This is an optimization exercise on Yosys and OpenROAD, whose aim is small area and a short achievable clock period, not a production implementation. The RTL was checked by simulation tests, not by an equivalence proof against the original design.

[flow/constraint.sdc]
create_clock -name core_clock -period 75.0 [get_ports {clk}]
set_input_delay 15.0000 -clock core_clock [delete_from_list [all_inputs] [get_ports {clk}]]
set_output_delay 15.0000 -clock core_clock [all_outputs]
set_load 0.01 [all_outputs]
[flow/config.mk]
export PLATFORM = sky130hd
export DESIGN_NAME = alu_top
export DESIGN_NICKNAME = alu_top
export VERILOG_FILES = /design/flow/design.v
export SDC_FILE = /design/flow/constraint.sdc
export NUM_CORES = 4
export LEC_CHECK = 0
export CAP_MARGIN = 20
export CORE_MARGIN = 2
export CORE_UTILIZATION = 40
export SLEW_MARGIN = 20
[flow/design.v]
`timescale 1ns/10ps
module alu #(
    parameter WIDTH = 64  
)(
    input [WIDTH-1:0] operand_a,
    input [WIDTH-1:0] operand_b,
    input [4:0] operation,
    input clear_lsb,
    output wire [WIDTH-1:0] result,
    output wire error  
);
    reg [WIDTH-1:0] result_reg;
    reg error_reg;
    assign result = result_reg;
    assign error = error_reg;
    localparam ALU_ADD  = 5'b00000;
    localparam ALU_SUB  = 5'b00001;
    localparam ALU_AND  = 5'b00010;
    localparam ALU_OR   = 5'b00011;
    localparam ALU_XOR  = 5'b00100;
    localparam ALU_SLT  = 5'b00101;
    localparam ALU_SLTU = 5'b00110;
    localparam ALU_SLL  = 5'b00111;
    localparam ALU_SRL  = 5'b01000;
    localparam ALU_SRA  = 5'b01001;
    localparam ALU_MUL  = 5'b01010;
    localparam ALU_MULH = 5'b01011;
    localparam ALU_MULHSU = 5'b01100;
    localparam ALU_MULHU = 5'b01101;
    localparam ALU_DIV  = 5'b01110;
    localparam ALU_DIVU = 5'b01111;
    localparam ALU_REM  = 5'b10000;
    localparam ALU_REMU = 5'b10001;
    function integer clog2;
    	input integer value;
    	integer temp_value;
    	begin
        	clog2 = 0;
        	temp_value = value - 1;
        	while (temp_value > 0) begin
            		clog2 = clog2 + 1;
            		temp_value = temp_value >> 1;
        	end
    	end
    endfunction
    localparam CLOG2_WIDTH = clog2(WIDTH);
    reg [(2*WIDTH)-1:0] temp;
    always @(*) begin
	result_reg = {WIDTH{1'b0}};
    	error_reg = 1'b0;
	temp = {(2*WIDTH){1'b0}};
	case (operation)
            ALU_ADD:    begin
	    		    	result_reg = clear_lsb ? (operand_a + operand_b) & ~1 : (operand_a + operand_b);
			    	error_reg = 1'b0;
			end
            ALU_SUB:    begin
	    		    	result_reg = operand_a - operand_b;
			    	error_reg = 1'b0;
			end
            ALU_AND:    begin
	    		    	result_reg = operand_a & operand_b;
			    	error_reg = 1'b0;
	    		end
            ALU_OR:     begin
	    		    	result_reg = operand_a | operand_b;
				error_reg = 1'b0;
			end
            ALU_XOR:    begin
	    		    	result_reg = operand_a ^ operand_b;
				error_reg = 1'b0;
			end
            ALU_SLT:    begin
	    		    	result_reg = ($signed(operand_a) < $signed(operand_b)) ? {{(WIDTH-1){1'b0}}, 1'b1} : {WIDTH{1'b0}};
				error_reg = 1'b0;
			end
            ALU_SLTU:   begin
	                    	result_reg = (operand_a < operand_b) ? {{(WIDTH-1){1'b0}}, 1'b1} : {WIDTH{1'b0}};
				error_reg = 1'b0;
			end
            ALU_SLL:    begin
	    			result_reg = operand_a << operand_b[CLOG2_WIDTH-1:0];
				error_reg = 1'b0;
			end
            ALU_SRL:    begin
	    			result_reg = operand_a >> operand_b[CLOG2_WIDTH-1:0];
				error_reg = 1'b0;
			end
            ALU_SRA:    begin
	    			result_reg = $signed(operand_a) >>> operand_b[CLOG2_WIDTH-1:0];
				error_reg = 1'b0;
			end
            ALU_MUL:    begin
	    			result_reg = $signed(operand_a) * $signed(operand_b);
				error_reg = 1'b0;
			end
            ALU_MULH:   begin
			    	temp = $signed(operand_a) * $signed(operand_b);
                            	result_reg = temp[(2*WIDTH)-1:WIDTH];
				error_reg = 1'b0;
                        end
            ALU_MULHSU: begin
			    	temp = $signed(operand_a) * operand_b;
                            	result_reg = temp[(2*WIDTH)-1:WIDTH];
				error_reg = 1'b0;
                        end 
            ALU_MULHU:  begin
			    	temp = operand_a * operand_b;
                            	result_reg = temp[(2*WIDTH)-1:WIDTH];
				error_reg = 1'b0;
                        end
            ALU_DIV:    begin
	    			result_reg = (operand_b != {WIDTH{1'b0}}) ? ($signed(operand_a) / $signed(operand_b)) : {WIDTH{1'b0}};
				error_reg = 1'b0;
			end
            ALU_DIVU:   begin
	    			result_reg = (operand_b != {WIDTH{1'b0}}) ? (operand_a / operand_b) : {WIDTH{1'b0}};
				error_reg = 1'b0;
			end
            ALU_REM:    begin
	    			result_reg = (operand_b != {WIDTH{1'b0}}) ? ($signed(operand_a) % $signed(operand_b)) : {WIDTH{1'b0}};
				error_reg = 1'b0;
			end
            ALU_REMU:   begin
	    			result_reg = (operand_b != {WIDTH{1'b0}}) ? (operand_a % operand_b) : {WIDTH{1'b0}};
				error_reg = 1'b0;
			end
            default: 	begin
				result_reg = {WIDTH{1'b0}};
                		error_reg = 1'b1;  
            		end
        endcase
    end
endmodule
`timescale 1ns/10ps
module alu_top (
    input             clk,
    input      [31:0] operand_a,
    input      [31:0] operand_b,
    input      [4:0]  operation,
    input             clear_lsb,
    output reg [31:0] result,
    output reg        error
);
    reg [31:0] a_q;
    reg [31:0] b_q;
    reg [4:0]  op_q;
    reg        cl_q;
    wire [31:0] alu_result;
    wire        alu_error;
    always @(posedge clk) begin
        a_q    <= operand_a;
        b_q    <= operand_b;
        op_q   <= operation;
        cl_q   <= clear_lsb;
        result <= alu_result;
        error  <= alu_error;
    end
    alu #(.WIDTH(32)) alu_0 (
        .operand_a(a_q),
        .operand_b(b_q),
        .operation(op_q),
        .clear_lsb(cl_q),
        .result(alu_result),
        .error(alu_error)
    );
endmodule
[flow/run.sh]
#!/bin/bash
# synth_recipe.tcl (not shown) runs the flow's synth.tcl, then flattens the netlist and writes it again
# the make line also repeats each setting of config.mk as NAME=value (left out here)
make -C /OpenROAD-flow-scripts/flow DESIGN_CONFIG=/design/flow/config.mk WORK_HOME=/design/flow/orfs CLKGATE_MAP_FILE= SYNTH_SCRIPT=/design/flow/synth_recipe.tcl finish
==> results_dict.tcl <==
set metrics [dict create \
    core_mm2 0.222 \
    routed_wire_length_per_instance_um 31.2 \
    timing.max_slew.rel_slack 0.177 \
    max_stage_delay_ns 0.52 \
    setup.worst_path.end "result[30]$_DFF_P_" \
    areaGrowthSynthToFinish_pct 13.1 \
    worstHoldPathType "register to register" \
    required_ns 75.30 \
    grtUsageTotal 0.397 \
    register_area_share_after_synthesis 0.0230 \
    holdBufCountCts 0 \
    clock_skew_ns 0.0261 \
    critPathMaxFanout 20 \
    number_of_synthesized_flops_with_an_enable_pin 0 \
    rows 173 \
    min-delay-start "op_q[4]$_DFF_P_" \
    critPathArrivalTime_ns 72.13 \
    design.die.area_mm2 0.228 \
    min_period_over_period 0.958 \
    worst_slack_on_hold_paths_ns 0.777 \
    critical-path-slowest-cell "sky130_fd_sc_hd__nor4_1" \
    r2r_setup_slack_ns 3.17 \
    die_h_um 477 \
    synth_fp_nets 13600 \
    cts_tree "built" \
    cell_mode_on_critical_path "sky130_fd_sc_hd__buf_4" \
    route.vias.total 90000 \
    fin_nets 14200 \
    fin_area_mm2 0.101 \
    ratio_of_cells_with_drive_above_1_in_the_final_layout 0.124 \
    final-setup-viol-count 0 \
    final_antenna_net_count 0 \
    clock_insertion_delay_worst_skew_ns 0.48 \
    chip_width_um 477 \
    dpl_cell_area_mm2 0.100 \
    drc 0 \
    synth_ff_type "sky130_fd_sc_hd__dfxtp_1" \
    ios 104 \
    cts_buffers 9 \
    finalSetupTns_ns 0 \
    placedCellCount 14600 \
    syn-cell-area_mm2 0.0895 \
    grt_start_max_net_pins 81 \
    critical_path.endpoint_type "register" \
    cp-startpoint "b_q[9]$_DFF_P_" \
    grt_residual_overflow 0 \
    cts.reportedPaths.clkPinSlew_ns 0.11 \
    start_util 0.403 \
    timing_hold_violations_final 0 \
    total_detailed_routing_wirelength_um 458000 \
    timing.final.crit_period_ns 71.83 \
    nFillCells 22200 \
    io_buffer_count 103 \
    post_synth_num_cell_types 104 \
    rsz0062_at_grt "yes" \
    fmax_mhz 13.9 \
    fin_cells 14700 \
    number_of_optimization_iterations_in_the_first_detailed_route_pass 6 \
    cts_max_path_buffers 2 \
    r2r-start "b_q[9]$_DFF_P_" \
    antenna_violations_before_repair 58 \
    asyncSetResetFlopFracSynth 0 \
    cts_root_buffer "sky130_fd_sc_hd__clkbuf_16" \
    tritoncts_num_sinks 103 \
    vias_in_the_first_global_route 91600 \
    cts.htree.levels 3 \
    outcome "finished clean" \
    first_pass_grt_wire_length_um 654000 \
    drv_cap 0 \
    worstRegToRegCells 307 \
    synth_seq_cells 103 \
    yosysWarningCount 2 \
    hpwlAfterDp_um 373000 \
    synthCells 11000 \
    drt_iter0_drc 10800 \
    syn_area_per_cell_um2 8.10 \
    worst_slew_pin_tran_ns 1.23 \
    worst_setup_path_start_kind "register" \
    vias_per_cell 6.12 \
    final_max_slew_viol_count 0 \
    criticalPathCategory "register to register" \
    gp_congestion 1.11 \
    worstReg2RegEnd "result[30]$_DFF_P_" \
]
## cell usage after synthesis, drive strengths merged (17+ instances only)
| library cell | count | area (um^2) |
|---|---|---|
| inv | 1717 | 6440 |
| fa | 1474 | 29500 |
| nand2 | 1307 | 4910 |
| ha | 1014 | 12700 |
| nor2 | 952 | 3570 |
| a21oi | 606 | 3060 |
| o21ai | 426 | 2140 |
| clkbuf | 351 | 1320 |
| xnor2 | 293 | 2570 |
| a21o | 213 | 1600 |
| nor3 | 198 | 1010 |
| nand3 | 167 | 836 |
| xor2 | 166 | 1450 |
| o21a | 152 | 1150 |
| buf | 118 | 470 |
| dfxtp | 103 | 2060 |
| a31oi | 101 | 638 |
| a211oi | 99 | 758 |
| o211ai | 96 | 726 |
| or3 | 85 | 532 |
| mux2i | 83 | 843 |
| and3 | 76 | 480 |
| nand2b | 72 | 450 |
| o21bai | 63 | 473 |
| mux2 | 62 | 702 |
| nand4 | 62 | 388 |
| a221oi | 61 | 534 |
| or2 | 61 | 382 |
| nor2b | 59 | 369 |
| o31ai | 59 | 470 |
| nor4 | 53 | 353 |
| and2 | 51 | 319 |
| mux4 | 51 | 1150 |
| o221ai | 41 | 365 |
| o22ai | 39 | 244 |
| a21boi | 38 | 285 |
| a211o | 36 | 315 |
| a2111oi | 32 | 307 |
| a31o | 29 | 254 |
| o2111ai | 26 | 228 |
| and4 | 23 | 201 |
| o31a | 20 | 175 |
| a22oi | 19 | 143 |
| a221o | 18 | 180 |
| a311oi | 17 | 149 |
## worst max-delay path: cells and delay by family, from the launching register on
family,cells,cell delay [ns]
multiplexers,7,2.49
flip-flops,1,0.47
buffers and inverters,46,8.07
AND/OR/NAND/NOR,66,14.68
AO/OA/AOI/OAI,157,36.02
adder cells (fa/ha/maj),31,9.61
## cells in the final DEF, fill, tap and decap left out, types with 75 or more instances in the layout
cell type | synthesis | layout
sky130_fd_sc_hd__a211oi_1 | 96 | 88
sky130_fd_sc_hd__a21o_1 | 213 | 213
sky130_fd_sc_hd__a21oi_1 | 603 | 590
sky130_fd_sc_hd__a31oi_1 | 100 | 89
sky130_fd_sc_hd__and3_1 | 75 | 75
sky130_fd_sc_hd__buf_4 | 1 | 976
sky130_fd_sc_hd__clkdlybuf4s50_1 | 0 | 103
sky130_fd_sc_hd__fa_1 | 1474 | 1473
sky130_fd_sc_hd__ha_1 | 1014 | 1014
sky130_fd_sc_hd__inv_1 | 1714 | 1697
sky130_fd_sc_hd__mux2i_1 | 82 | 79
sky130_fd_sc_hd__nand2_1 | 1307 | 1298
sky130_fd_sc_hd__nand3_1 | 167 | 166
sky130_fd_sc_hd__nor2_1 | 952 | 938
sky130_fd_sc_hd__nor3_1 | 196 | 190
sky130_fd_sc_hd__o211ai_1 | 95 | 95
sky130_fd_sc_hd__o21a_1 | 151 | 148
sky130_fd_sc_hd__o21ai_0 | 403 | 382
sky130_fd_sc_hd__or3_1 | 85 | 85
sky130_fd_sc_hd__xnor2_1 | 293 | 293
sky130_fd_sc_hd__xor2_1 | 166 | 166
## worst min-delay path by stage
stage / endpoint / slack (ns) / cells past startpoint
2_1_floorplan: error$_DFF_P_ / 0.65 / 2
3_3_place_gp: error$_DFF_P_ / 0.75 / 1
3_5_place_dp: error$_DFF_P_ / 0.74 / 1
4_1_cts: error$_DFF_P_ / 0.76 / 1
5_1_grt: error$_DFF_P_ / 0.82 / 1
6_report: error$_DFF_P_ / 0.78 / 1
## area by class of cell
class	count	area, um^2	share of cell area
diodes	41	103	0.00101
clock buffers	9	225	0.00222
clock inverters	7	66.3	0.000655
inverters	1730	6500	0.0642
multi-input cells	8745	80000	0.790
flip-flops and latches	103	2130	0.0210
well taps	2975	3720	0.0368
repair buffers	1091	8560	0.0845
## through the flow
step	utilization	worst slack (ns)
6_report	0.456	3.17
5_1_grt	0.455	-0.200
4_1_cts	0.452	0.00205
3_5_place_dp	0.450	-1.62
3_3_place_gp	0.450	-1.19
2_1_floorplan	-	5.11
## layer usage
metal  wire length (um)  share of wire  global-route usage
met3              51800           0.11               0.112
met2             190000           0.41               0.586
met5                724         0.0016             0.00945
met4              39500          0.086               0.278
met1             176000           0.39               0.499
## cell families (layout without fill, tap and decap cells)
group | after synthesis | count (layout) | share of synthesized area
simple gates | 3229 | 3229 | 0.160
fa+ha+maj | 2488 | 2488 | 0.471
compound gates | 2373 | 2373 | 0.178
buf+inv | 2199 | 2837 | 0.0925
xor+xnor | 459 | 459 | 0.0449
mux | 196 | 196 | 0.0301
flops | 103 | 103 | 0.0230
other cells | 0 | 41 | 0
## timing repair
item / 4_1_cts / 5_1_grt
endpoints found under the setup margin: 32 / 32
pin swaps: 1 / 9
setup buffers: 1 / 17
gates resized for setup: 21 / 132
endpoints found under the hold margin: 0 / 0

-- separate check: timing with driven ports --
The flow's constraints put no driver on any port. The routed layout listed below was extracted and timed again, unchanged, in two steps. Step 1 sets driving cells, clkbuf_16 on the clock port and buf_2 on the other inputs (assumed; they add their load-dependent delay and slew). Step 2 moves the port delays by t, midway between the first and last clock arrival at a register: inputs arrive t later, outputs are due t later. That takes back most of the time a late clock gives input paths. a / b / c = ideal ports / drivers / drivers and shift; a / b = the first two.
t, ns: 0.548
slack for setup (ns): 3.169 / 3.169 / 3.169
worst setup path at the end: register to register
After both steps setup and hold are still met in this run. The setup slack of this run moves by 0.000 ns with the drivers and by 0.000 ns with both steps.
